This design comes from an exercise in tuning for small area, a short achievable clock period and few clock cycles per item on the open sky130 flow, not from production work.
RTL that was checked went through simulation tests only; none was proved equivalent to the original.
Power and IR drop assume default switching activity.

Setup of 06-20:
// ISR
module ISR(reset,
           value,
           clock,
           result,
           done
);
For scale: ~99 I/O pins, ~0.010 mm2 of cells after synthesis.
clock: 10.0 ns
lec_check: 0
cap_margin: 20
core_margin: 2
core_utilization: 40
place_density: 0.6
slew_margin: 20
standard.sh (not shown) runs the stock make flow with config.mk's settings and CLKGATE_MAP_FILE= SYNTH_SCRIPT=/design/flow/synth_recipe.tcl, a recipe that flattens the netlist after the stock synthesis.
==> flow/flow/run.sh <==
#!/bin/bash
bash standard.sh BUFFER_PORTS_ARGS="-buffer_cell sky130_fd_sc_hd__buf_1" SETUP_SLACK_MARGIN=6.0 ABC_AREA=1 CTS_BUF_LIST="sky130_fd_sc_hd__clkbuf_4 sky130_fd_sc_hd__clkbuf_8" finish > standard.log 2>&1
What 07-28 does differently from 06-20 at the input level:
==> flow/flow/run.sh <==
#!/bin/bash
bash standard.sh BUFFER_PORTS_ARGS="-buffer_cell sky130_fd_sc_hd__buf_1" SETUP_SLACK_MARGIN=6.8 ABC_AREA=1 CTS_BUF_LIST="sky130_fd_sc_hd__clkbuf_4 sky130_fd_sc_hd__clkbuf_8" finish > standard.log 2>&1
==> comparison <==
- Transition time of the tightest slew-check pin was higher in the run labelled 06-20.
- Comparing final-layout clock buffer total for 06-20 and 07-28, the bigger number came from 07-28.
- Compared with 06-20, 07-28 shows a higher data required time at the worst endpoint.
No run of this note included a check of the RTL's function; only the layout flow was run.


The RTL this note starts from:
==> flow/design.v <==
module ISR(reset,
           value,
           clock,
           result,
           done
);
  input wire reset;
  input wire [63:0] value;
  input wire clock;
  output wire [31:0] result;
  output wire done;
  reg  [55:0] d;       
  reg  [30:0] r;       
  reg  [31:0] q;       
  reg  [3:0]  cnt;     
  reg         fin;
  reg         lead;    
  wire [7:0] vt = value[63:56];
  reg  [3:0] q0;
  reg  [4:0] r0;
  wire [16:0] ge;
  assign ge[0] = 1'b1;
  assign ge[16] = 1'b0;
  assign ge[1] = vt >= 8'd1;
  assign ge[2] = vt >= 8'd4;
  assign ge[3] = vt >= 8'd9;
  assign ge[4] = vt >= 8'd16;
  assign ge[5] = vt >= 8'd25;
  assign ge[6] = vt >= 8'd36;
  assign ge[7] = vt >= 8'd49;
  assign ge[8] = vt >= 8'd64;
  assign ge[9] = vt >= 8'd81;
  assign ge[10] = vt >= 8'd100;
  assign ge[11] = vt >= 8'd121;
  assign ge[12] = vt >= 8'd144;
  assign ge[13] = vt >= 8'd169;
  assign ge[14] = vt >= 8'd196;
  assign ge[15] = vt >= 8'd225;
  integer kk;
  always @* begin
    q0 = 4'd0;
    r0 = 5'd0;
    for (kk = 1; kk < 16; kk = kk + 1)
      if (ge[kk]) q0 = kk;
    for (kk = 0; kk < 16; kk = kk + 1)
      if (ge[kk] & ~ge[kk + 1]) r0 = r0 | (vt[4:0] - kk * kk);
  end
  wire [29:0] qs = q[29:0];
  wire [34:0] x  = {r, d[55:52]};             
  wire [33:0] t1;
  prefix_add #(.W(34), .KIND(0)) u_t1(.a({1'b0, x[34:2]}), .b(~{2'b00, qs, 2'b01}), .ci(1'b1), .y(t1));
  wire        ge1 = ~t1[33];
  wire [35:0] t2a;
  prefix_add #(.W(36), .KIND(0)) u_t2a(.a({1'b0, x}), .b(~{3'b000, qs, 3'b001}), .ci(1'b1), .y(t2a));
  wire        ge2a = ~t2a[35];
  wire [35:0] m1 = {~{2'b00, qs}, 4'b1111};
  wire [35:0] m2 = {~{3'b000, qs}, 3'b000};
  wire [35:0] xe = {1'b0, x};
  wire [35:0] cs = xe ^ m1 ^ m2;
  wire [35:0] cc = (xe & m1) | (xe & m2) | (m1 & m2);
  wire [35:0] t2b;
  prefix_add #(.W(36), .KIND(0)) u_t2b(.a(cs), .b({cc[34:0], 1'b0}), .ci(1'b0), .y(t2b));
  wire        ge2b = ~t2b[35];
  wire        ge2 = ge1 ? ge2b : ge2a;
  wire [30:0] r1 = ge1 ? (ge2 ? t2b[30:0] : {t1[28:0], x[1:0]})
                       : (ge2 ? t2a[30:0] : x[30:0]);
  wire        skip = lead && (d[55:40] == 16'd0) && (cnt > 4'd4);
  always @(posedge clock) begin
    if (reset) begin
      d   <= value[55:0];
      r   <= {26'd0, r0};
      q   <= {28'd0, q0};
      cnt <= 4'd14;
      fin <= 1'b0;
      lead <= (vt == 8'd0);
    end else begin
      d   <= skip ? {d[39:0], 16'd0} : {d[51:0], 4'b0000};
      lead <= lead && (d[55:52] == 4'd0);
      r   <= r1;
      cnt <= cnt - (skip ? 4'd4 : 4'd1);
      if (!fin) begin
        q   <= {q[29:0], ge1, ge2};
        if (cnt == 4'd1) fin <= 1'b1;
      end
    end
  end
  assign result = q;
  assign done   = fin;
endmodule
module prefix_add #(parameter W = 8, parameter KIND = 0)
  (input wire [W-1:0] a, input wire [W-1:0] b, input wire ci,
   output wire [W-1:0] y);
  reg [W-1:0] g, p, pp;
  reg [W-1:0] gn, pn;
  reg [W:0]   c;
  integer i, j, l, s;
  localparam integer TOP = (W > 32) ? 32 : (W > 16) ? 16 : (W > 8) ? 8 :
                           (W > 4) ? 4 : (W > 2) ? 2 : 1;
  always @* begin
    for (i = 0; i < W; i = i + 1) begin
      g[i]  = a[i] & b[i];
      pp[i] = a[i] ^ b[i];
      p[i]  = pp[i];
    end
    g[0] = g[0] | (p[0] & ci);
    if (KIND == 0) begin
      for (l = 1; l < W; l = l * 2)
        for (j = 2 * l - 1; j < W; j = j + 2 * l) begin
          g[j] = g[j] | (p[j] & g[j - l]);
          p[j] = p[j] & p[j - l];
        end
      for (l = TOP / 2; l >= 1; l = l / 2)
        for (j = 3 * l - 1; j < W; j = j + 2 * l) begin
          g[j] = g[j] | (p[j] & g[j - l]);
          p[j] = p[j] & p[j - l];
        end
    end else if (KIND == 1) begin
      for (l = 1; l < W; l = l * 2) begin
        gn = g; pn = p;
        for (j = 0; j < W; j = j + 1)
          if ((j / l) % 2 == 1) begin
            s = (j / l) * l - 1;
            gn[j] = g[j] | (p[j] & g[s]);
            pn[j] = p[j] & p[s];
          end
        g = gn; p = pn;
      end
    end else if (KIND == 2) begin
      for (l = 1; l < W; l = l * 2) begin
        gn = g; pn = p;
        for (j = l; j < W; j = j + 1) begin
          gn[j] = g[j] | (p[j] & g[j - l]);
          pn[j] = p[j] & p[j - l];
        end
        g = gn; p = pn;
      end
    end else begin
      for (l = 1; l < W; l = l * 2) begin
        gn = g; pn = p;
        for (j = 1; j < W; j = j + 2)
          if (j - l >= 0) begin
            if (l == 1) begin
              gn[j] = g[j] | (p[j] & g[j - 1]);
              pn[j] = p[j] & p[j - 1];
            end else if (j - l >= 1) begin
              gn[j] = g[j] | (p[j] & g[j - l]);
              pn[j] = p[j] & p[j - l];
            end
          end
        g = gn; p = pn;
      end
      gn = g; pn = p;
      for (j = 2; j < W; j = j + 2) begin
        gn[j] = g[j] | (p[j] & g[j - 1]);
        pn[j] = p[j] & p[j - 1];
      end
      g = gn; p = pn;
    end
    c[0] = ci;
    for (i = 0; i < W; i = i + 1)
      c[i + 1] = g[i];
  end
  assign y = pp ^ c[W-1:0];
endmodule
==> flow/config.mk <==
export PLATFORM = sky130hd
export DESIGN_NAME = ISR
export DESIGN_NICKNAME = ISR
export VERILOG_FILES = /design/flow/design.v
export SDC_FILE = /design/flow/constraint.sdc
export NUM_CORES = 4
export LEC_CHECK = 0
export CAP_MARGIN = 0
export CORE_MARGIN = 2
export CORE_UTILIZATION = 40
export PLACE_DENSITY = 0.6
export SLEW_MARGIN = 0
==> flow/constraint.sdc <==
create_clock -name core_clock -period 10.0 [get_ports {clock}]
set_input_delay 2.0000 -clock core_clock [delete_from_list [all_inputs] [get_ports {clock}]]
set_output_delay 2.0000 -clock core_clock [all_outputs]
set_load 0.01 [all_outputs]
==> flow/flow/run.sh <==
#!/bin/bash
bash standard.sh BUFFER_PORTS_ARGS="-buffer_cell sky130_fd_sc_hd__buf_1" SETUP_SLACK_MARGIN=6.5 ABC_AREA=1 CTS_BUF_LIST="sky130_fd_sc_hd__clkbuf_4 sky130_fd_sc_hd__clkbuf_8" finish > standard.log 2>&1
The first run finished clean.
Testbench counts at the start, summed over its fixed seeds: cycles 6,012, items 480.
Then changed:
==> flow/run.sh (new file) <==
#!/bin/bash
# synth_recipe.tcl (not shown) runs the flow's synth.tcl, then flattens the netlist and writes it again
# the make line also repeats each setting of config.mk as NAME=value (left out here)
make -C /OpenROAD-flow-scripts/flow DESIGN_CONFIG=/design/flow/config.mk WORK_HOME=/design/flow/orfs CLKGATE_MAP_FILE= SYNTH_SCRIPT=/design/flow/synth_recipe.tcl finish
Settings changed: ABC_AREA from default to 1, CAP_MARGIN 0 to 20, CTS_BUF_LIST from default to sky130_fd_sc_hd__clkbuf_4 sky130_fd_sc_hd__clkbuf_8, SETUP_SLACK_MARGIN from default to 5, SLEW_MARGIN 0 to 20.
removed: flow/flow/run.sh
removed: flow/standard.sh
The new run produced a clean layout.
Wire length goes down by 3.2%.
Design area goes up by 1.5%.
Die area stays the same.
Worst setup slack degrades by 0.94 ns.
Power goes down by 4.0%.
Hold slack degrades by 0.0048 ns.
First-iteration DRC count goes up by 6.3%.
Global-route usage goes up by 0.21 points.
Via count goes down by 0.46%.
Sequential power goes up by about 0.8%.
Then changed:
==> flow/flow/run.sh (new file) <==
#!/bin/bash
bash standard.sh BUFFER_PORTS_ARGS="-buffer_cell sky130_fd_sc_hd__buf_1" SETUP_SLACK_MARGIN=6.5 ABC_AREA=1 CTS_BUF_LIST="sky130_fd_sc_hd__clkbuf_4 sky130_fd_sc_hd__clkbuf_8" finish > standard.log 2>&1
==> flow/standard.sh (new file) <==
#!/bin/bash
# synth_recipe.tcl (not shown) runs the flow's synth.tcl, then flattens the netlist and writes it again
# the make line also repeats each setting of config.mk as NAME=value (left out here)
make -C /OpenROAD-flow-scripts/flow DESIGN_CONFIG=/design/flow/config.mk WORK_HOME=/design/flow/orfs CLKGATE_MAP_FILE= SYNTH_SCRIPT=/design/flow/synth_recipe.tcl "${@:-finish}"
Settings changed: ABC_AREA 1 to default, CTS_BUF_LIST sky130_fd_sc_hd__clkbuf_4 sky130_fd_sc_hd__clkbuf_8 to default, SETUP_SLACK_MARGIN 5 to default.
removed: flow/run.sh
After rerunning:
- utilization fell by 0.70 points
- non-clock buffer count rose by 12
- worst hold slack improves by 0.0048 ns
- total power rose by a few percent
Then changed:
==> flow/flow/run.sh (replaced) <==
#!/bin/bash
bash standard.sh BUFFER_PORTS_ARGS="-buffer_cell sky130_fd_sc_hd__buf_1" SETUP_SLACK_MARGIN=6.3 ABC_AREA=1 CTS_BUF_LIST="sky130_fd_sc_hd__clkbuf_4 sky130_fd_sc_hd__clkbuf_8" finish > standard.log 2>&1
Outcome:
- core utilization falls by 0.82 points
- worst setup slack gets worse by 0.19 ns
- synthesized area stays the same
- fmax falls by 5.3%
Then changed:
==> flow/flow/run.sh (replaced) <==
#!/bin/bash
# The standard layout (the standard.sh, ORFS) with these changes:
# - port buffers are buf_1 cells instead of ORFS's automatic choice;
# - timing repair aims for 6.5 ns of setup slack at the 10 ns clock;
# - ABC maps for area (timing repair then fixes the critical paths);
# - clock tree built from clkbuf_4 and clkbuf_8 cells.
# make's output goes to standard.log; each ORFS step logs to orfs/logs/.
bash standard.sh BUFFER_PORTS_ARGS="-buffer_cell sky130_fd_sc_hd__buf_1" SETUP_SLACK_MARGIN=6.5 ABC_AREA=1 CTS_BUF_LIST="sky130_fd_sc_hd__clkbuf_4 sky130_fd_sc_hd__clkbuf_8" finish > standard.log 2>&1
After rerunning:
- cell area is higher by about 1.8%
- count of clock-buffer cells in the layout stays the same
- sequential cell count is unchanged
- die area stays the same
- power came out higher by 0.36%
- routed wire length rose by about 1.6%
- register-to-register slack is better by 0.12 ns

==> separate check: timing with driven ports <==
Ports are ideal in the flow. The routed layouts listed here were re-timed in OpenROAD.
Step 1: set_driving_cell puts a clkbuf_16 on clock and a buf_2 on each other input, an assumption about the parent block.
Step 2 adds t to the input delays and takes it off the output delays; t is the mean of the earliest and latest rising clock arrival at the registers after step 1. Input paths then give back, and output paths get back, about the clock's delay inside the block.
a / b / c = no drivers / after step 1 / after step 2; a / b = the first two.
| run | shift t [ns] | setup WS [ns] | worst setup path after step 2 |
|---|---|---|---|
| 06-20 | 0.499 | 6.323 / 6.323 / 5.850 | input to register |
| 07-28 | 0.500 | 6.743 / 6.706 / 6.227 | input to register |
| the first run of note 2 | 0.498 | 6.603 / 6.634 / 6.135 | input to register |
| the second run of note 2 | 0.508 | 5.664 / 5.664 / 5.277 | input to register |
| the third run of note 2 | 0.498 | 6.603 / 6.634 / 6.135 | input to register |
| the fourth run of note 2 | 0.501 | 6.414 / 6.440 / 5.939 | input to register |
| the fifth run of note 2 | 0.498 | 6.603 / 6.634 / 6.135 | input to register |
After both steps setup and hold are still met in every run listed. For 07-28, which loses most, drivers alone change the setup slack by -0.037 ns; drivers and shift together by -0.516 ns.
